What follows belongs to an exercise in optimizing a design on an open flow for small area and a short achievable clock period; a production flow would make more cautious choices. No run shown here included a check of the RTL's function; only the layout flow was run.

`design.v`:
```
module mm_fa (input a, input b, input c, output s, output co);
assign s  = a ^ b ^ c;
assign co = (a & b) | (c & (a ^ b));
endmodule
module mm_ha (input a, input b, output s, output co);
assign s  = a ^ b;
assign co = a & b;
endmodule
module montgomery_multiply (
    input           clk,
    input   [11:0]  a0,
    input   [11:0]  b0,
    output  [11:0]  r
);
reg [9:0] plo1;
reg [0:0] cy1;
reg [12:0] px1;
reg [12:0] py1;
reg [23:0] p2r;
reg [12:0] qhn3;
reg [12:0] pl3;
reg [12:0] r4;
wire w1;
wire w2;
wire w3;
wire w4;
wire w5;
wire w6;
wire w7;
wire w8;
wire w9;
wire w10;
wire w11;
wire w12;
wire w13;
wire w14;
wire w15;
wire w16;
wire w17;
wire w18;
wire w19;
wire w20;
wire w21;
wire w22;
wire w23;
wire w24;
wire w25;
wire w26;
wire w27;
wire w28;
wire w29;
wire w30;
wire w31;
wire w32;
wire w33;
wire w34;
wire w35;
wire w36;
wire w37;
wire w38;
wire w39;
wire w40;
wire w41;
wire w42;
wire w43;
wire w44;
wire w45;
wire w46;
wire w47;
wire w48;
wire w49;
wire w50;
wire w51;
wire w52;
wire w53;
wire w54;
wire w55;
wire w56;
wire w57;
wire w58;
wire w59;
wire w60;
wire w61;
wire w62;
wire w63;
wire w64;
wire w65;
wire w66;
wire w67;
wire w68;
wire w69;
wire w70;
wire w71;
wire w72;
wire w73;
wire w74;
wire w75;
wire w76;
wire w77;
wire w78;
wire w79;
wire w80;
wire w81;
wire w82;
wire w83;
wire w84;
wire w85;
wire w86;
wire w87;
wire w88;
wire w89;
wire w90;
wire w91;
wire w92;
wire w93;
wire w94;
wire w95;
wire w96;
wire w97;
wire w98;
wire w99;
wire w100;
wire w101;
wire w102;
wire w103;
wire w104;
wire w105;
wire w106;
wire w107;
wire w108;
wire w109;
wire w110;
wire w111;
wire w112;
wire w113;
wire w114;
wire w115;
wire w116;
wire w117;
wire w118;
wire w119;
wire w120;
wire w121;
wire w122;
wire w123;
wire w124;
wire w125;
wire w126;
wire w127;
wire w128;
wire w129;
wire w130;
wire w131;
wire w132;
wire w133;
wire w134;
wire w135;
wire w136;
wire w137;
wire w138;
wire w139;
wire w140;
wire w141;
wire w142;
wire w143;
wire w144;
wire w145;
wire w146;
wire w147;
wire w148;
wire w149;
wire w150;
wire w151;
wire w152;
wire w153;
wire w154;
wire w155;
wire w156;
wire w157;
wire w158;
wire w159;
wire w160;
wire w161;
wire w162;
wire w163;
wire w164;
wire w165;
wire w166;
wire w167;
wire w168;
wire w169;
wire w170;
wire w171;
wire w172;
wire w173;
wire w174;
wire w175;
wire w176;
wire w177;
wire w178;
wire w179;
wire w180;
wire w181;
wire w182;
wire w183;
wire w184;
wire w185;
wire w186;
wire w187;
wire w188;
wire w189;
wire w190;
wire w191;
wire w192;
wire w193;
wire w194;
wire w195;
wire w196;
wire w197;
wire w198;
wire w199;
wire w200;
wire w201;
wire w202;
wire w203;
wire w204;
wire w205;
wire w206;
wire w207;
wire w208;
wire w209;
wire w210;
wire w211;
wire w212;
wire w213;
wire w214;
wire w215;
wire w216;
wire w217;
wire w218;
wire w219;
wire w220;
wire w221;
wire w222;
wire w223;
wire w224;
wire w225;
wire w226;
wire w227;
wire w228;
wire w229;
wire w230;
wire w231;
wire w232;
wire w233;
wire w234;
wire w235;
wire w236;
wire w237;
wire w238;
wire w239;
wire w240;
wire w241;
wire w242;
wire w243;
wire w244;
wire w245;
wire w246;
wire w247;
wire w248;
wire w249;
wire w250;
wire w251;
wire w252;
wire w253;
wire w254;
wire w255;
wire w256;
wire w257;
wire w258;
wire w259;
wire w260;
wire w261;
wire w262;
wire w263;
wire w264;
wire w265;
wire w266;
wire w267;
wire w268;
wire w269;
wire w270;
wire w271;
wire w272;
wire w273;
wire w274;
wire w275;
wire w276;
wire w277;
wire w278;
wire w279;
wire w280;
wire w281;
wire w282;
wire w283;
wire w284;
wire w285;
wire w286;
wire w287;
wire w288;
wire w289;
wire w290;
wire w291;
wire w292;
wire w293;
wire w294;
wire w295;
wire w296;
wire w297;
wire w298;
wire w299;
wire w300;
wire w301;
wire w302;
wire w303;
wire w304;
wire w305;
wire w306;
wire w307;
wire w308;
wire w309;
wire w310;
wire w311;
wire w312;
wire w313;
wire w314;
wire w315;
wire w316;
wire w317;
wire w318;
wire w319;
wire w320;
wire w321;
wire w322;
wire w323;
wire w324;
wire w325;
wire w326;
wire w327;
wire w328;
wire w329;
wire w330;
wire w331;
wire w332;
wire w333;
wire w334;
wire w335;
wire w336;
wire w337;
wire w338;
wire w339;
wire w340;
wire w341;
wire w342;
wire w343;
wire w344;
wire w345;
wire w346;
wire w347;
wire w348;
wire w349;
wire w350;
wire w351;
wire w352;
wire w353;
wire w354;
wire w355;
wire w356;
wire w357;
wire w358;
wire w359;
wire w360;
wire w361;
wire w362;
wire w363;
wire w364;
wire w365;
wire w366;
wire w367;
wire w368;
wire w369;
wire w370;
wire w371;
wire w372;
wire w373;
wire w374;
wire w375;
wire w376;
wire w377;
wire w378;
wire w379;
wire w380;
wire w381;
wire w382;
wire w383;
wire w384;
wire w385;
wire w386;
wire w387;
wire w388;
wire w389;
wire w390;
wire w391;
wire w392;
wire w393;
wire w394;
wire w395;
wire w396;
wire w397;
wire w398;
wire w399;
wire w400;
wire w401;
wire w402;
wire w403;
wire w404;
wire w405;
wire w406;
wire w407;
wire w408;
wire w409;
wire w410;
wire w411;
wire w412;
wire w413;
wire w414;
wire w415;
wire w416;
wire w417;
wire w418;
wire w419;
wire w420;
wire w421;
wire w422;
wire w423;
wire w424;
wire w425;
wire w426;
wire w427;
wire w428;
wire w429;
wire w430;
wire w431;
wire w432;
wire w433;
wire w434;
wire w435;
wire w436;
wire w437;
wire w438;
wire w439;
wire w440;
wire w441;
wire w442;
wire w443;
wire w444;
wire w445;
wire w446;
wire w447;
wire w448;
wire w449;
wire w450;
wire w451;
wire w452;
wire w453;
wire w454;
wire w455;
wire w456;
wire w457;
wire w458;
wire w459;
wire w460;
wire w461;
wire w462;
wire w463;
wire w464;
wire w465;
wire w466;
wire w467;
wire w468;
wire w469;
wire w470;
wire w471;
wire w472;
wire w473;
wire w474;
wire w475;
wire w476;
wire w477;
wire w478;
wire w479;
wire w480;
wire w481;
wire w482;
wire w483;
wire w484;
wire w485;
wire w486;
wire w487;
wire w488;
wire w489;
wire w490;
wire w491;
wire w492;
wire w493;
wire w494;
wire w495;
wire w496;
wire w497;
wire w498;
wire w499;
wire w500;
wire w501;
wire w502;
wire w503;
wire w504;
wire w505;
wire w506;
wire w507;
wire w508;
wire w509;
wire w510;
wire w511;
wire w512;
wire w513;
wire w514;
wire w515;
wire w516;
wire w517;
wire w518;
wire w519;
wire w520;
wire w521;
wire w522;
wire w523;
wire w524;
wire w525;
wire w526;
wire w527;
wire w528;
wire w529;
wire w530;
wire w531;
wire w532;
wire w533;
wire w534;
wire w535;
wire w536;
wire w537;
wire w538;
wire w539;
wire w540;
wire w541;
wire w542;
wire w543;
wire w544;
wire w545;
wire w546;
wire w547;
wire w548;
wire w549;
wire w550;
wire w551;
wire w552;
wire w553;
wire w554;
wire w555;
wire w556;
wire w557;
wire w558;
wire w559;
wire w560;
wire w561;
wire w562;
wire w563;
wire w564;
wire w565;
wire w566;
wire w567;
wire w568;
wire w569;
wire w570;
wire w571;
wire w572;
wire w573;
wire w574;
wire w575;
wire w576;
wire w577;
wire w578;
wire w579;
wire w580;
wire w581;
wire w582;
wire w583;
wire w584;
wire w585;
wire w586;
wire w587;
wire w588;
wire w589;
wire w590;
wire w591;
wire w592;
wire w593;
wire w594;
wire w595;
wire w596;
wire w597;
wire w598;
wire w599;
wire w600;
wire w601;
wire w602;
wire w603;
wire w604;
wire w605;
wire w606;
wire w607;
wire w608;
wire w609;
wire w610;
wire w611;
wire w612;
wire w613;
wire w614;
wire w615;
wire w616;
wire w617;
wire w618;
wire w619;
wire w620;
wire w621;
wire w622;
wire w623;
wire w624;
wire w625;
wire w626;
wire w627;
wire w628;
wire w629;
wire w630;
wire w631;
wire w632;
wire w633;
wire w634;
wire w635;
wire w636;
wire w637;
wire w638;
wire w639;
wire w640;
wire w641;
wire w642;
wire w643;
wire w644;
wire w645;
wire w646;
wire w647;
wire w648;
wire w649;
wire w650;
wire w651;
wire w652;
wire w653;
wire w654;
wire w655;
wire w656;
wire w657;
wire w658;
wire w659;
wire w660;
wire w661;
wire w662;
wire w663;
wire w664;
wire w665;
wire w666;
wire w667;
wire w668;
wire w669;
wire w670;
wire w671;
wire w672;
wire w673;
wire w674;
wire w675;
wire w676;
wire w677;
wire w678;
wire w679;
wire w680;
wire w681;
wire w682;
wire w683;
wire w684;
wire w685;
wire w686;
wire w687;
wire w688;
wire w689;
wire w690;
wire w691;
wire w692;
wire w693;
wire w694;
wire w695;
wire w696;
wire w697;
wire w698;
wire w699;
wire w700;
wire w701;
wire w702;
wire w703;
wire w704;
wire w705;
wire w706;
wire w707;
wire w708;
wire w709;
wire w710;
wire w711;
wire w712;
wire w713;
wire w714;
wire w715;
wire w716;
wire w717;
wire w718;
wire w719;
wire w720;
wire w721;
wire w722;
wire w723;
wire w724;
wire w725;
wire w726;
wire w727;
wire w728;
wire w729;
wire w730;
wire w731;
wire w732;
wire w733;
wire w734;
wire w735;
wire w736;
wire w737;
wire w738;
wire w739;
wire w740;
wire w741;
wire w742;
wire w743;
wire w744;
wire w745;
wire w746;
wire w747;
wire w748;
wire w749;
wire w750;
wire w751;
wire w752;
wire w753;
wire w754;
wire w755;
wire w756;
wire w757;
wire w758;
wire w759;
wire w760;
wire w761;
wire w762;
wire w763;
wire w764;
wire w765;
wire w766;
wire w767;
wire w768;
wire w769;
wire w770;
wire w771;
wire w772;
wire w773;
wire w774;
wire w775;
wire w776;
wire w777;
wire w778;
wire w779;
wire w780;
wire w781;
wire w782;
wire w783;
wire w784;
wire w785;
wire w786;
wire w787;
wire w788;
wire w789;
wire w790;
wire w791;
wire w792;
wire w793;
wire w794;
wire w795;
wire w796;
wire w797;
wire w798;
wire w799;
wire w800;
wire w801;
wire w802;
wire w803;
wire w804;
wire w805;
wire w806;
wire w807;
wire w808;
wire w809;
assign w1 = ~(a0[0] & b0[0]);
assign w2 = ~(a0[0] & b0[1]);
assign w3 = ~(a0[0] & b0[2]);
assign w4 = ~(a0[0] & b0[3]);
assign w5 = ~(a0[0] & b0[4]);
assign w6 = ~(a0[0] & b0[5]);
assign w7 = ~(a0[0] & b0[6]);
assign w8 = ~(a0[0] & b0[7]);
assign w9 = ~(a0[0] & b0[8]);
assign w10 = ~(a0[0] & b0[9]);
assign w11 = ~(a0[0] & b0[10]);
assign w12 = ~(a0[0] & b0[11]);
assign w13 = ~(a0[1] & b0[0]);
assign w14 = ~(a0[1] & b0[1]);
assign w15 = ~(a0[1] & b0[2]);
assign w16 = ~(a0[1] & b0[3]);
assign w17 = ~(a0[1] & b0[4]);
assign w18 = ~(a0[1] & b0[5]);
assign w19 = ~(a0[1] & b0[6]);
assign w20 = ~(a0[1] & b0[7]);
assign w21 = ~(a0[1] & b0[8]);
assign w22 = ~(a0[1] & b0[9]);
assign w23 = ~(a0[1] & b0[10]);
assign w24 = ~(a0[1] & b0[11]);
assign w25 = ~(a0[2] & b0[0]);
assign w26 = ~(a0[2] & b0[1]);
assign w27 = ~(a0[2] & b0[2]);
assign w28 = ~(a0[2] & b0[3]);
assign w29 = ~(a0[2] & b0[4]);
assign w30 = ~(a0[2] & b0[5]);
assign w31 = ~(a0[2] & b0[6]);
assign w32 = ~(a0[2] & b0[7]);
assign w33 = ~(a0[2] & b0[8]);
assign w34 = ~(a0[2] & b0[9]);
assign w35 = ~(a0[2] & b0[10]);
assign w36 = ~(a0[2] & b0[11]);
assign w37 = ~(a0[3] & b0[0]);
assign w38 = ~(a0[3] & b0[1]);
assign w39 = ~(a0[3] & b0[2]);
assign w40 = ~(a0[3] & b0[3]);
assign w41 = ~(a0[3] & b0[4]);
assign w42 = ~(a0[3] & b0[5]);
assign w43 = ~(a0[3] & b0[6]);
assign w44 = ~(a0[3] & b0[7]);
assign w45 = ~(a0[3] & b0[8]);
assign w46 = ~(a0[3] & b0[9]);
assign w47 = ~(a0[3] & b0[10]);
assign w48 = ~(a0[3] & b0[11]);
assign w49 = ~(a0[4] & b0[0]);
assign w50 = ~(a0[4] & b0[1]);
assign w51 = ~(a0[4] & b0[2]);
assign w52 = ~(a0[4] & b0[3]);
assign w53 = ~(a0[4] & b0[4]);
assign w54 = ~(a0[4] & b0[5]);
assign w55 = ~(a0[4] & b0[6]);
assign w56 = ~(a0[4] & b0[7]);
assign w57 = ~(a0[4] & b0[8]);
assign w58 = ~(a0[4] & b0[9]);
assign w59 = ~(a0[4] & b0[10]);
assign w60 = ~(a0[4] & b0[11]);
assign w61 = ~(a0[5] & b0[0]);
assign w62 = ~(a0[5] & b0[1]);
assign w63 = ~(a0[5] & b0[2]);
assign w64 = ~(a0[5] & b0[3]);
assign w65 = ~(a0[5] & b0[4]);
assign w66 = ~(a0[5] & b0[5]);
assign w67 = ~(a0[5] & b0[6]);
assign w68 = ~(a0[5] & b0[7]);
assign w69 = ~(a0[5] & b0[8]);
assign w70 = ~(a0[5] & b0[9]);
assign w71 = ~(a0[5] & b0[10]);
assign w72 = ~(a0[5] & b0[11]);
assign w73 = ~(a0[6] & b0[0]);
assign w74 = ~(a0[6] & b0[1]);
assign w75 = ~(a0[6] & b0[2]);
assign w76 = ~(a0[6] & b0[3]);
assign w77 = ~(a0[6] & b0[4]);
assign w78 = ~(a0[6] & b0[5]);
assign w79 = ~(a0[6] & b0[6]);
assign w80 = ~(a0[6] & b0[7]);
assign w81 = ~(a0[6] & b0[8]);
assign w82 = ~(a0[6] & b0[9]);
assign w83 = ~(a0[6] & b0[10]);
assign w84 = ~(a0[6] & b0[11]);
assign w85 = ~(a0[7] & b0[0]);
assign w86 = ~(a0[7] & b0[1]);
assign w87 = ~(a0[7] & b0[2]);
assign w88 = ~(a0[7] & b0[3]);
assign w89 = ~(a0[7] & b0[4]);
assign w90 = ~(a0[7] & b0[5]);
assign w91 = ~(a0[7] & b0[6]);
assign w92 = ~(a0[7] & b0[7]);
assign w93 = ~(a0[7] & b0[8]);
assign w94 = ~(a0[7] & b0[9]);
assign w95 = ~(a0[7] & b0[10]);
assign w96 = ~(a0[7] & b0[11]);
assign w97 = ~(a0[8] & b0[0]);
assign w98 = ~(a0[8] & b0[1]);
assign w99 = ~(a0[8] & b0[2]);
assign w100 = ~(a0[8] & b0[3]);
assign w101 = ~(a0[8] & b0[4]);
assign w102 = ~(a0[8] & b0[5]);
assign w103 = ~(a0[8] & b0[6]);
assign w104 = ~(a0[8] & b0[7]);
assign w105 = ~(a0[8] & b0[8]);
assign w106 = ~(a0[8] & b0[9]);
assign w107 = ~(a0[8] & b0[10]);
assign w108 = ~(a0[8] & b0[11]);
assign w109 = ~(a0[9] & b0[0]);
assign w110 = ~(a0[9] & b0[1]);
assign w111 = ~(a0[9] & b0[2]);
assign w112 = ~(a0[9] & b0[3]);
assign w113 = ~(a0[9] & b0[4]);
assign w114 = ~(a0[9] & b0[5]);
assign w115 = ~(a0[9] & b0[6]);
assign w116 = ~(a0[9] & b0[7]);
assign w117 = ~(a0[9] & b0[8]);
assign w118 = ~(a0[9] & b0[9]);
assign w119 = ~(a0[9] & b0[10]);
assign w120 = ~(a0[9] & b0[11]);
assign w121 = ~(a0[10] & b0[0]);
assign w122 = ~(a0[10] & b0[1]);
assign w123 = ~(a0[10] & b0[2]);
assign w124 = ~(a0[10] & b0[3]);
assign w125 = ~(a0[10] & b0[4]);
assign w126 = ~(a0[10] & b0[5]);
assign w127 = ~(a0[10] & b0[6]);
assign w128 = ~(a0[10] & b0[7]);
assign w129 = ~(a0[10] & b0[8]);
assign w130 = ~(a0[10] & b0[9]);
assign w131 = ~(a0[10] & b0[10]);
assign w132 = ~(a0[10] & b0[11]);
assign w133 = ~(a0[11] & b0[0]);
assign w134 = ~(a0[11] & b0[1]);
assign w135 = ~(a0[11] & b0[2]);
assign w136 = ~(a0[11] & b0[3]);
assign w137 = ~(a0[11] & b0[4]);
assign w138 = ~(a0[11] & b0[5]);
assign w139 = ~(a0[11] & b0[6]);
assign w140 = ~(a0[11] & b0[7]);
assign w141 = ~(a0[11] & b0[8]);
assign w142 = ~(a0[11] & b0[9]);
assign w143 = ~(a0[11] & b0[10]);
assign w144 = ~(a0[11] & b0[11]);
mm_fa u_w145 (.a(w10), .b(w21), .c(w32), .s(w145), .co(w146));
mm_fa u_w147 (.a(w11), .b(w22), .c(w33), .s(w147), .co(w148));
mm_fa u_w149 (.a(w44), .b(w55), .c(w66), .s(w149), .co(w150));
mm_fa u_w151 (.a(w12), .b(w23), .c(w34), .s(w151), .co(w152));
mm_fa u_w153 (.a(w45), .b(w56), .c(w67), .s(w153), .co(w154));
mm_fa u_w155 (.a(w78), .b(w89), .c(w100), .s(w155), .co(w156));
mm_fa u_w157 (.a(w24), .b(w35), .c(w46), .s(w157), .co(w158));
mm_fa u_w159 (.a(w57), .b(w68), .c(w79), .s(w159), .co(w160));
mm_fa u_w161 (.a(w90), .b(w101), .c(w112), .s(w161), .co(w162));
mm_fa u_w163 (.a(w36), .b(w47), .c(w58), .s(w163), .co(w164));
mm_fa u_w165 (.a(w69), .b(w80), .c(w91), .s(w165), .co(w166));
mm_fa u_w167 (.a(w48), .b(w59), .c(w70), .s(w167), .co(w168));
mm_fa u_w169 (.a(w7), .b(w18), .c(w29), .s(w169), .co(w170));
mm_fa u_w171 (.a(w8), .b(w19), .c(w30), .s(w171), .co(w172));
mm_fa u_w173 (.a(w41), .b(w52), .c(w63), .s(w173), .co(w174));
mm_fa u_w175 (.a(w9), .b(w20), .c(w31), .s(w175), .co(w176));
mm_fa u_w177 (.a(w42), .b(w53), .c(w64), .s(w177), .co(w178));
mm_fa u_w179 (.a(w75), .b(w86), .c(w97), .s(w179), .co(w180));
mm_fa u_w181 (.a(w43), .b(w54), .c(w65), .s(w181), .co(w182));
mm_fa u_w183 (.a(w76), .b(w87), .c(w98), .s(w183), .co(w184));
mm_fa u_w185 (.a(w109), .b(w145), .c(1'b1), .s(w185), .co(w186));
mm_fa u_w187 (.a(w77), .b(w88), .c(w99), .s(w187), .co(w188));
mm_fa u_w189 (.a(w110), .b(w121), .c(w146), .s(w189), .co(w190));
mm_fa u_w191 (.a(w147), .b(w149), .c(1'b1), .s(w191), .co(w192));
mm_fa u_w193 (.a(w111), .b(w122), .c(w133), .s(w193), .co(w194));
mm_fa u_w195 (.a(w148), .b(w150), .c(w151), .s(w195), .co(w196));
mm_fa u_w197 (.a(w153), .b(w155), .c(1'b1), .s(w197), .co(w198));
mm_fa u_w199 (.a(w123), .b(w134), .c(w152), .s(w199), .co(w200));
mm_fa u_w201 (.a(w154), .b(w156), .c(w157), .s(w201), .co(w202));
mm_fa u_w203 (.a(w159), .b(w161), .c(1'b1), .s(w203), .co(w204));
mm_fa u_w205 (.a(w102), .b(w113), .c(w124), .s(w205), .co(w206));
mm_fa u_w207 (.a(w135), .b(w158), .c(w160), .s(w207), .co(w208));
mm_fa u_w209 (.a(w162), .b(w163), .c(w165), .s(w209), .co(w210));
mm_fa u_w211 (.a(w81), .b(w92), .c(w103), .s(w211), .co(w212));
mm_fa u_w213 (.a(w114), .b(w125), .c(w136), .s(w213), .co(w214));
mm_fa u_w215 (.a(w164), .b(w166), .c(w167), .s(w215), .co(w216));
mm_fa u_w217 (.a(w60), .b(w71), .c(w82), .s(w217), .co(w218));
mm_fa u_w219 (.a(w93), .b(w104), .c(w115), .s(w219), .co(w220));
mm_fa u_w221 (.a(w126), .b(w137), .c(w168), .s(w221), .co(w222));
mm_fa u_w223 (.a(w72), .b(w83), .c(w94), .s(w223), .co(w224));
mm_fa u_w225 (.a(w105), .b(w116), .c(w127), .s(w225), .co(w226));
mm_fa u_w227 (.a(w84), .b(w95), .c(w106), .s(w227), .co(w228));
mm_fa u_w229 (.a(w5), .b(w16), .c(w27), .s(w229), .co(w230));
mm_fa u_w231 (.a(w6), .b(w17), .c(w28), .s(w231), .co(w232));
mm_fa u_w233 (.a(w39), .b(w50), .c(w61), .s(w233), .co(w234));
mm_fa u_w235 (.a(w40), .b(w51), .c(w62), .s(w235), .co(w236));
mm_fa u_w237 (.a(w73), .b(w169), .c(1'b1), .s(w237), .co(w238));
mm_fa u_w239 (.a(w74), .b(w85), .c(w170), .s(w239), .co(w240));
mm_fa u_w241 (.a(w171), .b(w173), .c(1'b1), .s(w241), .co(w242));
mm_fa u_w243 (.a(w172), .b(w174), .c(w175), .s(w243), .co(w244));
mm_fa u_w245 (.a(w177), .b(w179), .c(1'b1), .s(w245), .co(w246));
mm_fa u_w247 (.a(w176), .b(w178), .c(w180), .s(w247), .co(w248));
mm_fa u_w249 (.a(w181), .b(w183), .c(w185), .s(w249), .co(w250));
mm_fa u_w251 (.a(w182), .b(w184), .c(w186), .s(w251), .co(w252));
mm_fa u_w253 (.a(w187), .b(w189), .c(w191), .s(w253), .co(w254));
mm_fa u_w255 (.a(w188), .b(w190), .c(w192), .s(w255), .co(w256));
mm_fa u_w257 (.a(w193), .b(w195), .c(w197), .s(w257), .co(w258));
mm_fa u_w259 (.a(w194), .b(w196), .c(w198), .s(w259), .co(w260));
mm_fa u_w261 (.a(w199), .b(w201), .c(w203), .s(w261), .co(w262));
mm_fa u_w263 (.a(w200), .b(w202), .c(w204), .s(w263), .co(w264));
mm_fa u_w265 (.a(w205), .b(w207), .c(w209), .s(w265), .co(w266));
mm_fa u_w267 (.a(w206), .b(w208), .c(w210), .s(w267), .co(w268));
mm_fa u_w269 (.a(w211), .b(w213), .c(w215), .s(w269), .co(w270));
mm_fa u_w271 (.a(w212), .b(w214), .c(w216), .s(w271), .co(w272));
mm_fa u_w273 (.a(w217), .b(w219), .c(w221), .s(w273), .co(w274));
mm_fa u_w275 (.a(w138), .b(w218), .c(w220), .s(w275), .co(w276));
mm_fa u_w277 (.a(w222), .b(w223), .c(w225), .s(w277), .co(w278));
mm_fa u_w279 (.a(w117), .b(w128), .c(w139), .s(w279), .co(w280));
mm_fa u_w281 (.a(w224), .b(w226), .c(w227), .s(w281), .co(w282));
mm_fa u_w283 (.a(w96), .b(w107), .c(w118), .s(w283), .co(w284));
mm_fa u_w285 (.a(w129), .b(w140), .c(w228), .s(w285), .co(w286));
mm_fa u_w287 (.a(w108), .b(w119), .c(w130), .s(w287), .co(w288));
mm_fa u_w289 (.a(w4), .b(w15), .c(w26), .s(w289), .co(w290));
mm_fa u_w291 (.a(w38), .b(w49), .c(w229), .s(w291), .co(w292));
mm_fa u_w293 (.a(w230), .b(w231), .c(w233), .s(w293), .co(w294));
mm_fa u_w295 (.a(w232), .b(w234), .c(w235), .s(w295), .co(w296));
mm_fa u_w297 (.a(w236), .b(w238), .c(w239), .s(w297), .co(w298));
mm_fa u_w299 (.a(w240), .b(w242), .c(w243), .s(w299), .co(w300));
mm_fa u_w301 (.a(w244), .b(w246), .c(w247), .s(w301), .co(w302));
mm_fa u_w303 (.a(w248), .b(w250), .c(w251), .s(w303), .co(w304));
mm_fa u_w305 (.a(w252), .b(w254), .c(w255), .s(w305), .co(w306));
mm_fa u_w307 (.a(w256), .b(w258), .c(w259), .s(w307), .co(w308));
mm_fa u_w309 (.a(w260), .b(w262), .c(w263), .s(w309), .co(w310));
mm_fa u_w311 (.a(w264), .b(w266), .c(w267), .s(w311), .co(w312));
mm_fa u_w313 (.a(w268), .b(w270), .c(w271), .s(w313), .co(w314));
mm_fa u_w315 (.a(w272), .b(w274), .c(w275), .s(w315), .co(w316));
mm_fa u_w317 (.a(w276), .b(w278), .c(w279), .s(w317), .co(w318));
mm_fa u_w319 (.a(w280), .b(w282), .c(w283), .s(w319), .co(w320));
mm_fa u_w321 (.a(w141), .b(w284), .c(w286), .s(w321), .co(w322));
mm_fa u_w323 (.a(w120), .b(w131), .c(w142), .s(w323), .co(w324));
mm_fa u_w325 (.a(w3), .b(w14), .c(w25), .s(w325), .co(w326));
mm_fa u_w327 (.a(w37), .b(w289), .c(1'b1), .s(w327), .co(w328));
mm_fa u_w329 (.a(w290), .b(w291), .c(1'b1), .s(w329), .co(w330));
mm_fa u_w331 (.a(w292), .b(w293), .c(1'b1), .s(w331), .co(w332));
mm_fa u_w333 (.a(w237), .b(w294), .c(w295), .s(w333), .co(w334));
mm_fa u_w335 (.a(w241), .b(w296), .c(w297), .s(w335), .co(w336));
mm_fa u_w337 (.a(w245), .b(w298), .c(w299), .s(w337), .co(w338));
mm_fa u_w339 (.a(w249), .b(w300), .c(w301), .s(w339), .co(w340));
mm_fa u_w341 (.a(w253), .b(w302), .c(w303), .s(w341), .co(w342));
mm_fa u_w343 (.a(w257), .b(w304), .c(w305), .s(w343), .co(w344));
mm_fa u_w345 (.a(w261), .b(w306), .c(w307), .s(w345), .co(w346));
mm_fa u_w347 (.a(w265), .b(w308), .c(w309), .s(w347), .co(w348));
mm_fa u_w349 (.a(w269), .b(w310), .c(w311), .s(w349), .co(w350));
mm_fa u_w351 (.a(w273), .b(w312), .c(w313), .s(w351), .co(w352));
mm_fa u_w353 (.a(w277), .b(w314), .c(w315), .s(w353), .co(w354));
mm_fa u_w355 (.a(w281), .b(w316), .c(w317), .s(w355), .co(w356));
mm_fa u_w357 (.a(w285), .b(w318), .c(w319), .s(w357), .co(w358));
mm_fa u_w359 (.a(w287), .b(w320), .c(w321), .s(w359), .co(w360));
mm_fa u_w361 (.a(w288), .b(w322), .c(w323), .s(w361), .co(w362));
mm_fa u_w363 (.a(w132), .b(w143), .c(w324), .s(w363), .co(w364));
assign w365 = w1 & 1'b1;
assign w366 = w1 ^ 1'b1;
assign w367 = w2 & w13;
assign w368 = w2 ^ w13;
assign w369 = w325 & 1'b1;
assign w370 = w325 ^ 1'b1;
assign w371 = w326 & w327;
assign w372 = w326 ^ w327;
assign w373 = w328 & w329;
assign w374 = w328 ^ w329;
assign w375 = w330 & w331;
assign w376 = w330 ^ w331;
assign w377 = w332 & w333;
assign w378 = w332 ^ w333;
assign w379 = w334 & w335;
assign w380 = w334 ^ w335;
assign w381 = w336 & w337;
assign w382 = w336 ^ w337;
assign w383 = w338 & w339;
assign w384 = w338 ^ w339;
assign w385 = w365 | (w366 & 1'b1);
assign w386 = w367 | (w368 & w385);
assign w387 = w368 & w366;
assign w388 = w371 | (w372 & w369);
assign w389 = w372 & w370;
assign w390 = w375 | (w376 & w373);
assign w391 = w376 & w374;
assign w392 = w379 | (w380 & w377);
assign w393 = w380 & w378;
assign w394 = w383 | (w384 & w381);
assign w395 = w384 & w382;
assign w396 = w369 | (w370 & w386);
assign w397 = w370 & w387;
assign w398 = w388 | (w389 & w386);
assign w399 = w389 & w387;
assign w400 = w377 | (w378 & w390);
assign w401 = w378 & w391;
assign w402 = w392 | (w393 & w390);
assign w403 = w393 & w391;
assign w404 = 1'b0 & w395;
assign w405 = w373 | (w374 & w398);
assign w406 = w374 & w399;
assign w407 = w390 | (w391 & w398);
assign w408 = w391 & w399;
assign w409 = w400 | (w401 & w398);
assign w410 = w401 & w399;
assign w411 = w402 | (w403 & w398);
assign w412 = w403 & w399;
assign w413 = w381 | (w382 & w411);
assign w414 = w382 & w412;
assign w415 = w394 | (w395 & w411);
assign w416 = w395 & w412;
assign w417 = w404 & w411;
assign w418 = w404 & w412;
assign w419 = w366 ^ 1'b1;
assign w420 = w368 ^ w385;
assign w421 = w370 ^ w386;
assign w422 = w372 ^ w396;
assign w423 = w374 ^ w398;
assign w424 = w376 ^ w405;
assign w425 = w378 ^ w407;
assign w426 = w380 ^ w409;
assign w427 = w382 ^ w411;
assign w428 = w384 ^ w413;
assign w429 = 1'b0 ^ w415;
assign w430 = px1[0] & py1[0];
assign w431 = px1[0] ^ py1[0];
assign w432 = px1[1] & py1[1];
assign w433 = px1[1] ^ py1[1];
assign w434 = px1[2] & py1[2];
assign w435 = px1[2] ^ py1[2];
assign w436 = px1[3] & py1[3];
assign w437 = px1[3] ^ py1[3];
assign w438 = px1[4] & py1[4];
assign w439 = px1[4] ^ py1[4];
assign w440 = px1[5] & py1[5];
assign w441 = px1[5] ^ py1[5];
assign w442 = px1[6] & py1[6];
assign w443 = px1[6] ^ py1[6];
assign w444 = px1[7] & py1[7];
assign w445 = px1[7] ^ py1[7];
assign w446 = px1[8] & py1[8];
assign w447 = px1[8] ^ py1[8];
assign w448 = px1[9] & py1[9];
assign w449 = px1[9] ^ py1[9];
assign w450 = px1[10] & py1[10];
assign w451 = px1[10] ^ py1[10];
assign w452 = px1[11] & py1[11];
assign w453 = px1[11] ^ py1[11];
assign w454 = px1[12] & py1[12];
assign w455 = px1[12] ^ py1[12];
assign w456 = 1'b1 & 1'b1;
assign w457 = 1'b1 ^ 1'b1;
assign w458 = w430 | (w431 & cy1[0]);
assign w459 = w432 | (w433 & w458);
assign w460 = w433 & w431;
assign w461 = w436 | (w437 & w434);
assign w462 = w437 & w435;
assign w463 = w440 | (w441 & w438);
assign w464 = w441 & w439;
assign w465 = w444 | (w445 & w442);
assign w466 = w445 & w443;
assign w467 = w448 | (w449 & w446);
assign w468 = w449 & w447;
assign w469 = w452 | (w453 & w450);
assign w470 = w453 & w451;
assign w471 = w456 | (w457 & w454);
assign w472 = w457 & w455;
assign w473 = w434 | (w435 & w459);
assign w474 = w435 & w460;
assign w475 = w461 | (w462 & w459);
assign w476 = w462 & w460;
assign w477 = w442 | (w443 & w463);
assign w478 = w443 & w464;
assign w479 = w465 | (w466 & w463);
assign w480 = w466 & w464;
assign w481 = w450 | (w451 & w467);
assign w482 = w451 & w468;
assign w483 = w469 | (w470 & w467);
assign w484 = w470 & w468;
assign w485 = w438 | (w439 & w475);
assign w486 = w439 & w476;
assign w487 = w463 | (w464 & w475);
assign w488 = w464 & w476;
assign w489 = w477 | (w478 & w475);
assign w490 = w478 & w476;
assign w491 = w479 | (w480 & w475);
assign w492 = w480 & w476;
assign w493 = w454 | (w455 & w483);
assign w494 = w455 & w484;
assign w495 = w471 | (w472 & w483);
assign w496 = w472 & w484;
assign w497 = w446 | (w447 & w491);
assign w498 = w447 & w492;
assign w499 = w467 | (w468 & w491);
assign w500 = w468 & w492;
assign w501 = w481 | (w482 & w491);
assign w502 = w482 & w492;
assign w503 = w483 | (w484 & w491);
assign w504 = w484 & w492;
assign w505 = w493 | (w494 & w491);
assign w506 = w494 & w492;
assign w507 = w495 | (w496 & w491);
assign w508 = w496 & w492;
assign w509 = w431 ^ cy1[0];
assign w510 = w433 ^ w458;
assign w511 = w435 ^ w459;
assign w512 = w437 ^ w473;
assign w513 = w439 ^ w475;
assign w514 = w441 ^ w485;
assign w515 = w443 ^ w487;
assign w516 = w445 ^ w489;
assign w517 = w447 ^ w491;
assign w518 = w449 ^ w497;
assign w519 = w451 ^ w499;
assign w520 = w453 ^ w501;
assign w521 = w455 ^ w503;
assign w522 = w457 ^ w505;
mm_ha u_w523 (.a(p2r[12]), .b(p2r[14]), .s(w523), .co(w524));
mm_ha u_w525 (.a(p2r[13]), .b(p2r[15]), .s(w525), .co(w526));
mm_ha u_w527 (.a(p2r[14]), .b(p2r[16]), .s(w527), .co(w528));
mm_ha u_w529 (.a(p2r[15]), .b(p2r[17]), .s(w529), .co(w530));
mm_ha u_w531 (.a(p2r[10]), .b(p2r[12]), .s(w531), .co(w532));
mm_fa u_w533 (.a(p2r[13]), .b(~p2r[17]), .c(~p2r[19]), .s(w533), .co(w534));
mm_fa u_w535 (.a(~p2r[18]), .b(~p2r[20]), .c(p2r[11]), .s(w535), .co(w536));
mm_fa u_w537 (.a(~p2r[19]), .b(~p2r[21]), .c(w524), .s(w537), .co(w538));
mm_fa u_w539 (.a(~p2r[20]), .b(~p2r[22]), .c(w526), .s(w539), .co(w540));
mm_fa u_w541 (.a(~p2r[21]), .b(~p2r[23]), .c(w528), .s(w541), .co(w542));
mm_fa u_w543 (.a(p2r[18]), .b(~p2r[22]), .c(~p2r[16]), .s(w543), .co(w544));
mm_fa u_w545 (.a(p2r[19]), .b(~p2r[23]), .c(p2r[16]), .s(w545), .co(w546));
mm_ha u_w547 (.a(p2r[18]), .b(p2r[20]), .s(w547), .co(w548));
mm_ha u_w549 (.a(p2r[11]), .b(~p2r[15]), .s(w549), .co(w550));
mm_fa u_w551 (.a(~p2r[16]), .b(~p2r[18]), .c(w531), .s(w551), .co(w552));
mm_fa u_w553 (.a(~p2r[11]), .b(w532), .c(w533), .s(w553), .co(w554));
mm_fa u_w555 (.a(w523), .b(w534), .c(w535), .s(w555), .co(w556));
mm_fa u_w557 (.a(w525), .b(w536), .c(w537), .s(w557), .co(w558));
mm_fa u_w559 (.a(w527), .b(w538), .c(w539), .s(w559), .co(w560));
mm_fa u_w561 (.a(w529), .b(w540), .c(w541), .s(w561), .co(w562));
mm_fa u_w563 (.a(w530), .b(w542), .c(w543), .s(w563), .co(w564));
mm_fa u_w565 (.a(~p2r[17]), .b(w544), .c(w545), .s(w565), .co(w566));
mm_fa u_w567 (.a(p2r[17]), .b(w546), .c(w547), .s(w567), .co(w568));
mm_fa u_w569 (.a(p2r[21]), .b(~p2r[19]), .c(w548), .s(w569), .co(w570));
mm_fa u_w571 (.a(p2r[22]), .b(p2r[19]), .c(~p2r[20]), .s(w571), .co(w572));
mm_fa u_w573 (.a(p2r[23]), .b(p2r[20]), .c(~p2r[21]), .s(w573), .co(w574));
mm_ha u_w575 (.a(p2r[21]), .b(~p2r[22]), .s(w575), .co(w576));
mm_ha u_w577 (.a(p2r[22]), .b(~p2r[23]), .s(w577), .co(w578));
assign w579 = ~p2r[17] & w549;
assign w580 = ~p2r[17] ^ w549;
assign w581 = w550 & w551;
assign w582 = w550 ^ w551;
assign w583 = w552 & w553;
assign w584 = w552 ^ w553;
assign w585 = w554 & w555;
assign w586 = w554 ^ w555;
assign w587 = w556 & w557;
assign w588 = w556 ^ w557;
assign w589 = w558 & w559;
assign w590 = w558 ^ w559;
assign w591 = w560 & w561;
assign w592 = w560 ^ w561;
assign w593 = w562 & w563;
assign w594 = w562 ^ w563;
assign w595 = w564 & w565;
assign w596 = w564 ^ w565;
assign w597 = w566 & w567;
assign w598 = w566 ^ w567;
assign w599 = w568 & w569;
assign w600 = w568 ^ w569;
assign w601 = w570 & w571;
assign w602 = w570 ^ w571;
assign w603 = w572 & w573;
assign w604 = w572 ^ w573;
assign w605 = w574 & w575;
assign w606 = w574 ^ w575;
assign w607 = w576 & w577;
assign w608 = w576 ^ w577;
assign w609 = ~p2r[23] & w578;
assign w610 = ~p2r[23] ^ w578;
assign w611 = w581 | (w582 & w579);
assign w612 = w582 & w580;
assign w613 = w585 | (w586 & w583);
assign w614 = w586 & w584;
assign w615 = w589 | (w590 & w587);
assign w616 = w590 & w588;
assign w617 = w593 | (w594 & w591);
assign w618 = w594 & w592;
assign w619 = w597 | (w598 & w595);
assign w620 = w598 & w596;
assign w621 = w601 | (w602 & w599);
assign w622 = w602 & w600;
assign w623 = w605 | (w606 & w603);
assign w624 = w606 & w604;
assign w625 = w609 | (w610 & w607);
assign w626 = w610 & w608;
assign w627 = w583 | (w584 & w611);
assign w628 = w584 & w612;
assign w629 = w613 | (w614 & w611);
assign w630 = w614 & w612;
assign w631 = w591 | (w592 & w615);
assign w632 = w592 & w616;
assign w633 = w617 | (w618 & w615);
assign w634 = w618 & w616;
assign w635 = w599 | (w600 & w619);
assign w636 = w600 & w620;
assign w637 = w621 | (w622 & w619);
assign w638 = w622 & w620;
assign w639 = w607 | (w608 & w623);
assign w640 = w608 & w624;
assign w641 = w625 | (w626 & w623);
assign w642 = w626 & w624;
assign w643 = w587 | (w588 & w629);
assign w644 = w588 & w630;
assign w645 = w615 | (w616 & w629);
assign w646 = w616 & w630;
assign w647 = w631 | (w632 & w629);
assign w648 = w632 & w630;
assign w649 = w633 | (w634 & w629);
assign w650 = w634 & w630;
assign w651 = w603 | (w604 & w637);
assign w652 = w604 & w638;
assign w653 = w623 | (w624 & w637);
assign w654 = w624 & w638;
assign w655 = w639 | (w640 & w637);
assign w656 = w640 & w638;
assign w657 = w641 | (w642 & w637);
assign w658 = w642 & w638;
assign w659 = w595 | (w596 & w649);
assign w660 = w596 & w650;
assign w661 = w619 | (w620 & w649);
assign w662 = w620 & w650;
assign w663 = w635 | (w636 & w649);
assign w664 = w636 & w650;
assign w665 = w637 | (w638 & w649);
assign w666 = w638 & w650;
assign w667 = w651 | (w652 & w649);
assign w668 = w652 & w650;
assign w669 = w653 | (w654 & w649);
assign w670 = w654 & w650;
assign w671 = w655 | (w656 & w649);
assign w672 = w656 & w650;
assign w673 = w657 | (w658 & w649);
assign w674 = w658 & w650;
assign w675 = w582 ^ w579;
assign w676 = w584 ^ w611;
assign w677 = w586 ^ w627;
assign w678 = w588 ^ w629;
assign w679 = w590 ^ w643;
assign w680 = w592 ^ w645;
assign w681 = w594 ^ w647;
assign w682 = w596 ^ w649;
assign w683 = w598 ^ w659;
assign w684 = w600 ^ w661;
assign w685 = w602 ^ w663;
assign w686 = w604 ^ w665;
assign w687 = w606 ^ w667;
assign w688 = w608 ^ w669;
assign w689 = w610 ^ w671;
mm_fa u_w690 (.a(qhn3[11]), .b(qhn3[3]), .c(qhn3[1]), .s(w690), .co(w691));
mm_fa u_w692 (.a(pl3[12]), .b(qhn3[12]), .c(qhn3[4]), .s(w692), .co(w693));
mm_ha u_w694 (.a(qhn3[2]), .b(qhn3[1]), .s(w694), .co(w695));
mm_ha u_w696 (.a(pl3[9]), .b(qhn3[9]), .s(w696), .co(w697));
mm_fa u_w698 (.a(qhn3[10]), .b(qhn3[2]), .c(qhn3[0]), .s(w698), .co(w699));
mm_fa u_w700 (.a(qhn3[0]), .b(pl3[10]), .c(~pl3[11]), .s(w700), .co(w701));
mm_fa u_w702 (.a(pl3[11]), .b(w691), .c(w692), .s(w702), .co(w703));
mm_ha u_w704 (.a(pl3[1]), .b(qhn3[1]), .s(w704), .co(w705));
mm_ha u_w706 (.a(pl3[2]), .b(qhn3[2]), .s(w706), .co(w707));
mm_ha u_w708 (.a(pl3[3]), .b(qhn3[3]), .s(w708), .co(w709));
mm_ha u_w710 (.a(pl3[4]), .b(qhn3[4]), .s(w710), .co(w711));
mm_ha u_w712 (.a(pl3[5]), .b(qhn3[5]), .s(w712), .co(w713));
mm_ha u_w714 (.a(pl3[6]), .b(qhn3[6]), .s(w714), .co(w715));
mm_ha u_w716 (.a(pl3[7]), .b(qhn3[7]), .s(w716), .co(w717));
mm_fa u_w718 (.a(qhn3[8]), .b(qhn3[0]), .c(~pl3[8]), .s(w718), .co(w719));
mm_fa u_w720 (.a(qhn3[1]), .b(pl3[8]), .c(w696), .s(w720), .co(w721));
mm_fa u_w722 (.a(~pl3[10]), .b(w697), .c(w698), .s(w722), .co(w723));
mm_fa u_w724 (.a(w690), .b(w699), .c(w700), .s(w724), .co(w725));
mm_fa u_w726 (.a(w694), .b(w701), .c(w702), .s(w726), .co(w727));
assign w728 = qhn3[0] & ~pl3[0];
assign w729 = qhn3[0] ^ ~pl3[0];
assign w730 = pl3[0] & w704;
assign w731 = pl3[0] ^ w704;
assign w732 = w705 & w706;
assign w733 = w705 ^ w706;
assign w734 = w707 & w708;
assign w735 = w707 ^ w708;
assign w736 = w709 & w710;
assign w737 = w709 ^ w710;
assign w738 = w711 & w712;
assign w739 = w711 ^ w712;
assign w740 = w713 & w714;
assign w741 = w713 ^ w714;
assign w742 = w715 & w716;
assign w743 = w715 ^ w716;
assign w744 = w717 & w718;
assign w745 = w717 ^ w718;
assign w746 = w719 & w720;
assign w747 = w719 ^ w720;
assign w748 = w721 & w722;
assign w749 = w721 ^ w722;
assign w750 = w723 & w724;
assign w751 = w723 ^ w724;
assign w752 = w725 & w726;
assign w753 = w725 ^ w726;
assign w754 = w730 | (w731 & w728);
assign w755 = w731 & w729;
assign w756 = w734 | (w735 & w732);
assign w757 = w735 & w733;
assign w758 = w738 | (w739 & w736);
assign w759 = w739 & w737;
assign w760 = w742 | (w743 & w740);
assign w761 = w743 & w741;
assign w762 = w746 | (w747 & w744);
assign w763 = w747 & w745;
assign w764 = w750 | (w751 & w748);
assign w765 = w751 & w749;
assign w766 = w732 | (w733 & w754);
assign w767 = w733 & w755;
assign w768 = w756 | (w757 & w754);
assign w769 = w757 & w755;
assign w770 = w740 | (w741 & w758);
assign w771 = w741 & w759;
assign w772 = w760 | (w761 & w758);
assign w773 = w761 & w759;
assign w774 = w748 | (w749 & w762);
assign w775 = w749 & w763;
assign w776 = w764 | (w765 & w762);
assign w777 = w765 & w763;
assign w778 = w736 | (w737 & w768);
assign w779 = w737 & w769;
assign w780 = w758 | (w759 & w768);
assign w781 = w759 & w769;
assign w782 = w770 | (w771 & w768);
assign w783 = w771 & w769;
assign w784 = w772 | (w773 & w768);
assign w785 = w773 & w769;
assign w786 = w752 | (w753 & w776);
assign w787 = w753 & w777;
assign w788 = w744 | (w745 & w784);
assign w789 = w745 & w785;
assign w790 = w762 | (w763 & w784);
assign w791 = w763 & w785;
assign w792 = w774 | (w775 & w784);
assign w793 = w775 & w785;
assign w794 = w776 | (w777 & w784);
assign w795 = w777 & w785;
assign w796 = w786 | (w787 & w784);
assign w797 = w787 & w785;
assign w798 = w731 ^ w728;
assign w799 = w733 ^ w754;
assign w800 = w735 ^ w766;
assign w801 = w737 ^ w768;
assign w802 = w739 ^ w778;
assign w803 = w741 ^ w780;
assign w804 = w743 ^ w782;
assign w805 = w745 ^ w784;
assign w806 = w747 ^ w788;
assign w807 = w749 ^ w790;
assign w808 = w751 ^ w792;
assign w809 = w753 ^ w794;
always @(posedge clk) begin
    plo1[0] <= ~w419;
    plo1[1] <= ~w420;
    plo1[2] <= ~w421;
    plo1[3] <= ~w422;
    plo1[4] <= ~w423;
    plo1[5] <= ~w424;
    plo1[6] <= ~w425;
    plo1[7] <= ~w426;
    plo1[8] <= ~w427;
    plo1[9] <= ~w428;
    cy1[0] <= w429;
    px1[0] <= w340;
    px1[1] <= w342;
    px1[2] <= w344;
    px1[3] <= w346;
    px1[4] <= w348;
    px1[5] <= w350;
    px1[6] <= w352;
    px1[7] <= w354;
    px1[8] <= w356;
    px1[9] <= w358;
    px1[10] <= w360;
    px1[11] <= w362;
    px1[12] <= w144;
    py1[0] <= w341;
    py1[1] <= w343;
    py1[2] <= w345;
    py1[3] <= w347;
    py1[4] <= w349;
    py1[5] <= w351;
    py1[6] <= w353;
    py1[7] <= w355;
    py1[8] <= w357;
    py1[9] <= w359;
    py1[10] <= w361;
    py1[11] <= w363;
    py1[12] <= w364;
    p2r[0] <= plo1[0];
    p2r[1] <= plo1[1];
    p2r[2] <= plo1[2];
    p2r[3] <= plo1[3];
    p2r[4] <= plo1[4];
    p2r[5] <= plo1[5];
    p2r[6] <= plo1[6];
    p2r[7] <= plo1[7];
    p2r[8] <= plo1[8];
    p2r[9] <= plo1[9];
    p2r[10] <= ~w509;
    p2r[11] <= ~w510;
    p2r[12] <= ~w511;
    p2r[13] <= ~w512;
    p2r[14] <= ~w513;
    p2r[15] <= ~w514;
    p2r[16] <= ~w515;
    p2r[17] <= ~w516;
    p2r[18] <= ~w517;
    p2r[19] <= ~w518;
    p2r[20] <= ~w519;
    p2r[21] <= ~w520;
    p2r[22] <= ~w521;
    p2r[23] <= ~w522;
    qhn3[0] <= ~w677;
    qhn3[1] <= ~w678;
    qhn3[2] <= ~w679;
    qhn3[3] <= ~w680;
    qhn3[4] <= ~w681;
    qhn3[5] <= ~w682;
    qhn3[6] <= ~w683;
    qhn3[7] <= ~w684;
    qhn3[8] <= ~w685;
    qhn3[9] <= ~w686;
    qhn3[10] <= ~w687;
    qhn3[11] <= ~w688;
    qhn3[12] <= ~w689;
    pl3[0] <= p2r[0];
    pl3[1] <= p2r[1];
    pl3[2] <= p2r[2];
    pl3[3] <= p2r[3];
    pl3[4] <= p2r[4];
    pl3[5] <= p2r[5];
    pl3[6] <= p2r[6];
    pl3[7] <= p2r[7];
    pl3[8] <= p2r[8];
    pl3[9] <= p2r[9];
    pl3[10] <= p2r[10];
    pl3[11] <= p2r[11];
    pl3[12] <= p2r[12];
    r4[0] <= w729;
    r4[1] <= w798;
    r4[2] <= w799;
    r4[3] <= w800;
    r4[4] <= w801;
    r4[5] <= w802;
    r4[6] <= w803;
    r4[7] <= w804;
    r4[8] <= w805;
    r4[9] <= w806;
    r4[10] <= w807;
    r4[11] <= w808;
    r4[12] <= w809;
end
assign r = r4[11:0] + ({12{r4[12]}} & 12'd3329);
endmodule
module montgomery_top (
    input           clk     ,
    input           rst_n   ,
    input           en      ,
    input   [11:0]  a       ,
    input   [11:0]  b       ,
    output          busy    ,
    output          done    ,
    output  [11:0]  r
);
reg [4:0] vld;
always @(posedge clk) begin
    if (!rst_n) vld <= 5'd0;
    else        vld <= {vld[3:0], en};
end
assign done = vld[4];
assign busy = en | done;
reg [11:0] a0, b0;
always @(posedge clk) begin
    a0 <= a;
    b0 <= b;
end
montgomery_multiply u_mm (.clk(clk), .a0(a0), .b0(b0), .r(r));
endmodule
```
`flow/run.sh`:
```
#!/bin/bash
# Standard layout, with the port buffers made from the smallest plain buffer and
# no dummy loads in the clock tree.
set -euo pipefail
bash standard.sh "BUFFER_PORTS_ARGS=-buffer_cell sky130_fd_sc_hd__buf_1" \
  "CTS_ARGS=-sink_clustering_enable -repair_clock_nets -dont_use_dummy_load -sink_clustering_size 40 -buf_list sky130_fd_sc_hd__clkbuf_8" \
  finish > standard_flow.log 2>&1
```
`standard.sh`:
```
#!/bin/bash
# synth_recipe.tcl (not shown) runs the flow's synth.tcl, then flattens the netlist and writes it again
# the make line also repeats each setting of config.mk as NAME=value (left out here)
make -C /OpenROAD-flow-scripts/flow DESIGN_CONFIG=/design/flow/config.mk WORK_HOME=/design/flow/orfs CLKGATE_MAP_FILE= SYNTH_SCRIPT=/design/flow/synth_recipe.tcl "${@:-finish}"
```
`config.mk`:
```
export PLATFORM = sky130hd
export DESIGN_NAME = montgomery_top
export DESIGN_NICKNAME = montgomery_top
export VERILOG_FILES = /design/flow/design.v
export SDC_FILE = /design/flow/constraint.sdc
export NUM_CORES = 4
export LEC_CHECK = 0
export ABC_CLOCK_PERIOD_IN_PS = 3500
export CAP_MARGIN = 20
export CORE_MARGIN = 2
export CORE_UTILIZATION = 65
export CTS_BUF_LIST = sky130_fd_sc_hd__clkbuf_8
export CTS_CLUSTER_SIZE = 40
export SETUP_SLACK_MARGIN = 4.4
export SLEW_MARGIN = 20
export SYNTH_HIERARCHICAL = 1
```
`constraint.sdc`:
```
create_clock -name core_clock -period 8.0 [get_ports {clk}]
set_input_delay 1.6000 -clock core_clock [delete_from_list [all_inputs] [get_ports {clk}]]
set_output_delay 1.6000 -clock core_clock [all_outputs]
set_load 0.01 [all_outputs]
```
==> notes.md, run 1 <==
worst hold slack=0.297 ns; period utilization=0.449; most common cell after layout, fill and taps aside=nand2_1; FF-to-FF End=u_mm.plo1[9]; crit path kind=in2out; synthesized area per cell=11.5 sq um; first-pass GRT wire length=approximately 26000 um; Skew-Pair Late Insertion Delay=~0.45 ns; post-layout min period=3.59 ns; RePlAce Congestion=around 0.85; via/cell ratio=5.42; vias in the first global route=5667; total congestion overflow=0; most frequent cells in the layout=nand2_1, fa_1, dfxtp_1, ha_1, inv_1; I/O pin total=41; setup TNS=0 ns; relative slew slack=0.650; RSZ-0062 raised after global routing=true; largest net degree at the start of global routing=17; Clock Tree Buf Depth=2; Setup crit start kind=primary input; initial antenna violation count=0; critical path data arrival time=1.99 ns; Remaining DRCs=0; multi-input logic area=around 5700 sq um; CP endpoint=busy; CP Data Required Time=6.40 ns; DIE WIDTH=approximately 120 um; synth warn=8; final hold viol count=0; H-tree levels=4; CTS hold repair buffers=0; Area Overhead vs Synth=8.99%; storage element area=about 2600 sq um; Total Routed Length=15500 um; grt met2 use=0.424; Post-DP HPWL=between 10000 and 15000 um; Num CTS Buffers=17; CTS tree=done; die height=118 um; I/O Buffers=40; Max Cap Viol=0; CP Max Fanout=2; nets=a little over 1k; fin. max-slew vios=0; cell taking the most area after synthesis=fa_1; Vias=~5k; clk root buf=clkbuf_8; Final ANT Viol Nets=0; n_diodes=0; main area contributors after synthesis=fa_1, dfxtp_1, ha_1; Syn Inst Count=about 730; drt pass-1 iters=4; FF+latch count, synth=129; FILL cells=approximately 900; Final Skew=0.0253 ns; worst min path class=reg2reg; Hold Startpoint=u_mm.plo1[7]; clock sinks=about 130; Reg clk slew, reported paths=approximately 0.070 ns; Crit Reg-Reg Startpoint=a0[0]; GRT met1 Usage=0.304; Unique masters post-synth=42; DR WL/cell=16.3 um; layout cell share with drive strength beyond 1=0.0873; critical path endpoint category=primary output; Final setup violation count=0; Initial Util=0.664; fmax=~280 MHz; Post-Syn Area=8380 sq um; grt met3 use=0.0552; Synth top area share=0.363; GRT Max-Usage Layer=met2; outcome=timing/DRC/antenna clean; Setup crit start=en; GR Util All Layers=0.246; DRT iter0 DRCs=234; worst reg-to-reg path cell count=12; Cell Rows=41; register area share after synthesis=0.308; CORE AREA=around 13000 sq um; die footprint=around 14000 sq um; setup slack, reg-to-reg=4.41 ns; actual slew at the worst max-slew pin=~0.52 ns
-- worst max-delay path, cell delays in order --
cell and delay [ns]:
buf_1 0.08, or2_1 0.19, buf_1 0.12
-- synthesized netlist by cell type (all sizes together) --
master and n:
nand4 1, nor2 14, o211ai 4, nand2 156
a211o 1, a21oi 22, o31a 3, nand3 5
dfxtp 129, o31ai 2, o21bai 2, a21o 5
ha 67, a41o 1, or2 4, nor2b 2
and3 1, nand2b 6, xnor2 28, o21a 6
nand3b 1, a41oi 1, conb 1, fa 152
clkbuf 24, inv 43, a311oi 1, or4 1
nor3 6, o22ai 1, o21ai 11, or3 1
a211oi 1, xor2 15, or2b 1, and2 8
-- cell type report --
class | instances | area share
Multi-Input combinational cell | 540 | 0.621
Clock buffer | 17 | 0.0256
Inverter | 43 | 0.0177
Timing Repair Buffer | 50 | 0.0255
Tap cell | 172 | 0.0236
Sequential cell | 129 | 0.287
-- worst min path at each step --
stage | to | slack [ns] | depth (start not counted)
2_1_floorplan | u_mm.p2r[0] | 0.31 | 0
3_3_place_gp | u_mm.pl3[1] | 0.31 | 0
3_5_place_dp | u_mm.p2r[3] | 0.31 | 0
4_1_cts | u_mm.p2r[7] | 0.30 | 0
5_1_grt | u_mm.p2r[7] | 0.30 | 0
6_report | u_mm.p2r[7] | 0.30 | 0
-- registers in the layout, summed over array words and instances, names as in the netlist, 12 cells and up --
register and cells:
u_mm.py1 13, u_mm.r4 13, a0 12, u_mm.px1 13, u_mm.pl3 13, b0 12, u_mm.qhn3 13, u_mm.p2r 24
-- cell families (layout without fill, tap and decap cells) --
kind of cell / Yosys count / in the layout / synth area share
simple gates: 207 / 207 / 0.103
flops: 129 / 129 / 0.308
compound gates: 61 / 61 / 0.0503
xor+xnor: 43 / 43 / 0.0449
fa+ha+maj: 219 / 219 / 0.463
buf+inv: 67 / 110 / 0.0300
other cells: 1 / 10 / 0.000447
-- timing repair --
item                       in CTS  in global routing
setup buffers                   9                  1
gates resized for setup        25                 13
pin swaps                       3                  2
setup endpoints to repair       7                  6
-- modules after synthesis (local to each module, per instance) --
module	flip-flops and latches	cells inside	times used	cell area (sq um)
mm_fa	0	1	139	20.0
mm_ha	0	1	18	12.5
montgomery_multiply	100	535	1	4760
montgomery_top	29	35	1	618
-- routing by layer --
layer  share of wire  up-vias  wire length [um]
met5               0        -                 0
met1            0.42     2606              6440
met4           0.020        0               308
li1                -     2376                 -
met2            0.51      144              7930
met3           0.051       27               795
-- per-stage QoR --
stage | worst slack [ns] | std cells | util | area (sq um)
floorplan | 4.39 | 736 | - | 8490
global placement | 4.13 | 924 | 0.692 | 8730
detailed placement | 4.02 | 924 | 0.692 | 8730
CTS | 4.41 | 950 | 0.719 | 9080
global route | 4.30 | 951 | 0.724 | 9140
finish | 4.41 | 951 | 0.724 | 9140
==> run 2, diff against run 1 <==
==> flow/run.sh (replaced) <==
#!/bin/bash
# Standard layout, with the port buffers made from the smallest plain buffer, no
# dummy loads in the clock tree, and busy's OR rebuilt as nor2 + inv (busy.tcl).
set -euo pipefail
here=$(pwd)
bash standard.sh "BUFFER_PORTS_ARGS=-buffer_cell sky130_fd_sc_hd__buf_1" \
  "CTS_ARGS=-sink_clustering_enable -repair_clock_nets -dont_use_dummy_load -sink_clustering_size 40 -buf_list sky130_fd_sc_hd__clkbuf_8" \
  "PRE_GLOBAL_PLACE_TCL=$here/flow/busy.tcl" \
  finish > standard_flow.log 2>&1
==> flow/busy.tcl (new file) <==
# Before global placement: rebuild busy = en | done as nor2 + inv, which is
# faster than an or2 on the input-to-output path. Same function.
set drv ""
foreach pin [get_pins -of_objects [get_nets busy]] {
  if {[get_property $pin direction] == "output"} { set drv $pin }
}
if {$drv != ""} {
  set inst [get_cells -of_objects $drv]
  set cell [get_property $inst ref_name]
  if {[string match "sky130_fd_sc_hd__or2_*" $cell]} {
    set name [get_property $inst name]
    set na [get_nets -of_objects [get_pins $name/A]]
    set nb [get_nets -of_objects [get_pins $name/B]]
    set ny [get_nets -of_objects [get_pins $name/X]]
    delete_instance $name
    set mid [make_net busy_nor_n]
    make_instance busy_nor sky130_fd_sc_hd__nor2_2
    make_instance busy_inv sky130_fd_sc_hd__inv_2
    connect_pin $na busy_nor/A
    connect_pin $nb busy_nor/B
    connect_pin $mid busy_nor/Y
    connect_pin $mid busy_inv/A
    connect_pin $ny busy_inv/Y
    foreach p {busy_nor/A busy_nor/B busy_nor/Y busy_inv/A busy_inv/Y} {
      if {[get_nets -quiet -of_objects [get_pins $p]] == ""} { error "busy.tcl: $p not connected" }
    }
    puts "busy.tcl: replaced $name ($cell) by nor2 + inv"
  }
}
--- a/config.mk
+++ b/config.mk
@@ -13,3 +13,3 @@
 export CTS_CLUSTER_SIZE = 40
-export SETUP_SLACK_MARGIN = 4.4
+export SETUP_SLACK_MARGIN = 4.6
 export SLEW_MARGIN = 20
==> run 2 against run 1 <==
Still clean. Flip-flop and latch count unchanged. Synthesized cell count unchanged. First-iteration DRC count increased by 28%. Wire length increased by 1.6%. Synthesized area unchanged. Utilization increased by 1.4 points. Via count about the same. Worst hold slack improved by 0.027 ns. Critical endpoint is now u_mm.plo1[8]. Largest cell class unchanged.
==> notes.md, run 2 <==
ys flop type=dfxtp_1; nets=1038; outcome=timing/DRC/antenna clean; Area Overhead vs Synth=11.0%; I/O pin total=41; Post-synth top cells=nand2_1, fa_1, dfxtp_1; most common cell after layout, fill and taps aside=nand2_1; Crit Reg-Reg Startpoint=a0[1]; relative slew slack=0.646; Top reg by flops=u_mm.p2r; period utilization=0.453; CTS tree=done; register area share after synthesis=0.308; FILL cells=roughly 900; Setup crit start kind=flip-flop; Synth top area share=0.363; Cell Rows=slightly above 40; n_diodes=0; Final ANT Viol Nets=0; fin. max-slew vios=0; synth warn=8; via/cell ratio=5.35; actual slew at the worst max-slew pin=0.530 ns; I/O Buffers=40; setup TNS=0 ns; Post-DP HPWL=12100 um; initial antenna violation count=0; clk root buf=clkbuf_8; vias in the first global route=roughly 5.6k; DIE WIDTH=118 um; Max Cap Viol=0; RSZ-0062 raised after global routing=true; most frequent cells in the layout=nand2_1, fa_1, dfxtp_1, ha_1, inv_1; most frequent cell after synthesis=nand2_1; Setup crit start=a0[1]; main area contributors after synthesis=fa_1, dfxtp_1, ha_1; Final setup violation count=0; DR WL/cell=16.3 um; worst min path class=reg2reg; worst reg-to-reg path cell count=12; Syn Inst Count=a little over 700; max reg flops=24; largest net degree at the start of global routing=17; Remaining DRCs=0; WHS Path Cells=0; Post-synth ARST share=0; crit path kind=reg2reg; die footprint=around 14000 sq um; Initial Util=0.664; post-layout min period=3.62 ns; RePlAce Congestion=0.847; Skew-Pair Late Insertion Delay=0.44 ns; fmax=276 MHz; DRT iter0 DRCs=~300; CORE AREA=12600 sq um; first-pass GRT wire length=26500 um; Vias=5150; critical path data arrival time=3.97 ns; Hold Startpoint=u_mm.p2r[5]; layout cell share with drive strength beyond 1=0.119; total congestion overflow=0; Num CTS Buffers=17; cell taking the most area after synthesis=fa_1; die height=118 um; H-tree levels=4; clock sinks=129; Clock Tree Buf Depth=2; Total Routed Length=roughly 16000 um; CP Data Required Time=8.35 ns; critical path endpoint category=flip-flop; Final Skew=between 0.015 and 0.02 ns; synthesized area per cell=11.5 sq um; worst setup margin=4.38 ns; CP Max Fanout=4; dpl ws=~4 ns; GR Util All Layers=0.248; EDFF count, synth=0; drt pass-1 iters=5; final hold viol count=0; Post-Syn Area=between 8000 and 9000 sq um; FF+latch count, synth=129; Reg clk slew, reported paths=about 0.07 ns; Unique masters post-synth=42
## run 2: changes by cell type in the layout (fill, tap and decap cells not counted), sizes merged
| cell | delta |
|---|---|
| or2 | -1 |
| inv | +1 |
| buf | +10 |
| nor2 | +1 |
## run 2: cells by family (layout without fill, tap and decap cells)
kind of cell,after synthesis,after routing,synth area share
adders and majority gates,219,219,0.463
xor gates and xnor gates,43,43,0.0449
other,1,10,0.000447
DFF,129,129,0.308
AOI/OAI and AO/OA,61,61,0.0503
buffers and inverters,67,121,0.0300
and+or+nand+nor,207,207,0.103
## run 2: routing by layer
layer | vias up | part of all wire | GRT usage
li1 | 2406 | - | -
met1 | 2530 | 0.42 | 0.307
met2 | 180 | 0.51 | 0.433
met3 | 34 | 0.054 | 0.0552
met4 | 0 | 0.020 | 0.0821
met5 | - | 0 | 0
## run 2: per-stage QoR
step,cells,util,hold WS [ns],instance area (sq um)
2_1_floorplan,736,-,0.310,8500
3_3_place_gp,925,0.692,0.312,8730
3_5_place_dp,925,0.692,0.312,8730
4_1_cts,961,0.732,0.328,9240
5_1_grt,962,0.737,0.336,9310
6_report,962,0.737,0.325,9310
## run 2: per-module statistics from Yosys, one instance, submodules excluded
module | copies in the design | area, sq um | cells inside | flip-flops and latches
montgomery_multiply | 1 | 4760 | 535 | 100
montgomery_top | 1 | 618 | 35 | 29
mm_fa | 139 | 20.0 | 1 | 0
mm_ha | 18 | 12.5 | 1 | 0
## run 2: critical path, cell delays in order (launching register included)
cell	delay [ns]
dfxtp_4	0.36
nand2_4	0.06
fa_2	0.40
fa_1	0.51
fa_1	0.43
fa_1	0.56
ha_4	0.22
nand3_2	0.06
nand2_1	0.06
a41oi_2	0.19
nand2b_1	0.12
fa_2	0.54
inv_1	0.04
## run 2: final timing paths
kind | end | slack [ns]
worst max-delay path | u_mm.plo1[8] | 4.38
worst min-delay path | u_mm.pl3[5] | 0.32
worst max register to register | u_mm.plo1[8] | 4.38
worst min register to register | u_mm.pl3[5] | 0.32
## run 2: final cells by class
type / instances / area [sq um] / area share
multi-input combinational: 540 / 5740 / 0.617
sequential: 129 / 2630 / 0.282
timing repair buffer: 60 / 325 / 0.0350
clock buffer: 17 / 234 / 0.0251
tap: 172 / 215 / 0.0231
inverter: 44 / 165 / 0.0177
## run 2: what timing repair did
action / 4_1_cts / 5_1_grt
hold buffers: 0 / 0
gates resized for setup: 45 / 18
pin swaps: 19 / 10
endpoints found under the setup margin: 10 / 16
buffers inserted: 19 / 1

[static timing again, ports no longer ideal]
In the flow no input, the clock included, has a driving cell. The finished layouts below were timed again as built, in two steps. Step 1 (the two cells are an assumption about what drives the block):
set clk [get_ports {clk}]
set_driving_cell -lib_cell sky130_fd_sc_hd__clkbuf_16 $clk
set_driving_cell -lib_cell sky130_fd_sc_hd__buf_2 [delete_from_list [all_inputs] $clk]
Step 2, shift: input delay + t, output delay - t, t = (earliest + latest rising clock arrival at the registers) / 2. This alone moves slack from input paths to output paths. a / b / c = ideal ports / drivers / drivers and shift; a / b = the first two.
run	t (ns)	setup slack, ns	clock arrival spread, ns	worst slew at a driven data input, ns
run 1	0.474	4.409 / 4.388 / 4.388	0.026 / 0.026	0.03
run 2	0.470	4.376 / 4.376 / 4.376	0.018 / 0.018	0.03
After both steps every run listed still meets setup and hold. The setup slack of run 1, which loses most, moves by -0.021 ns with the drivers and by -0.021 ns with both steps.
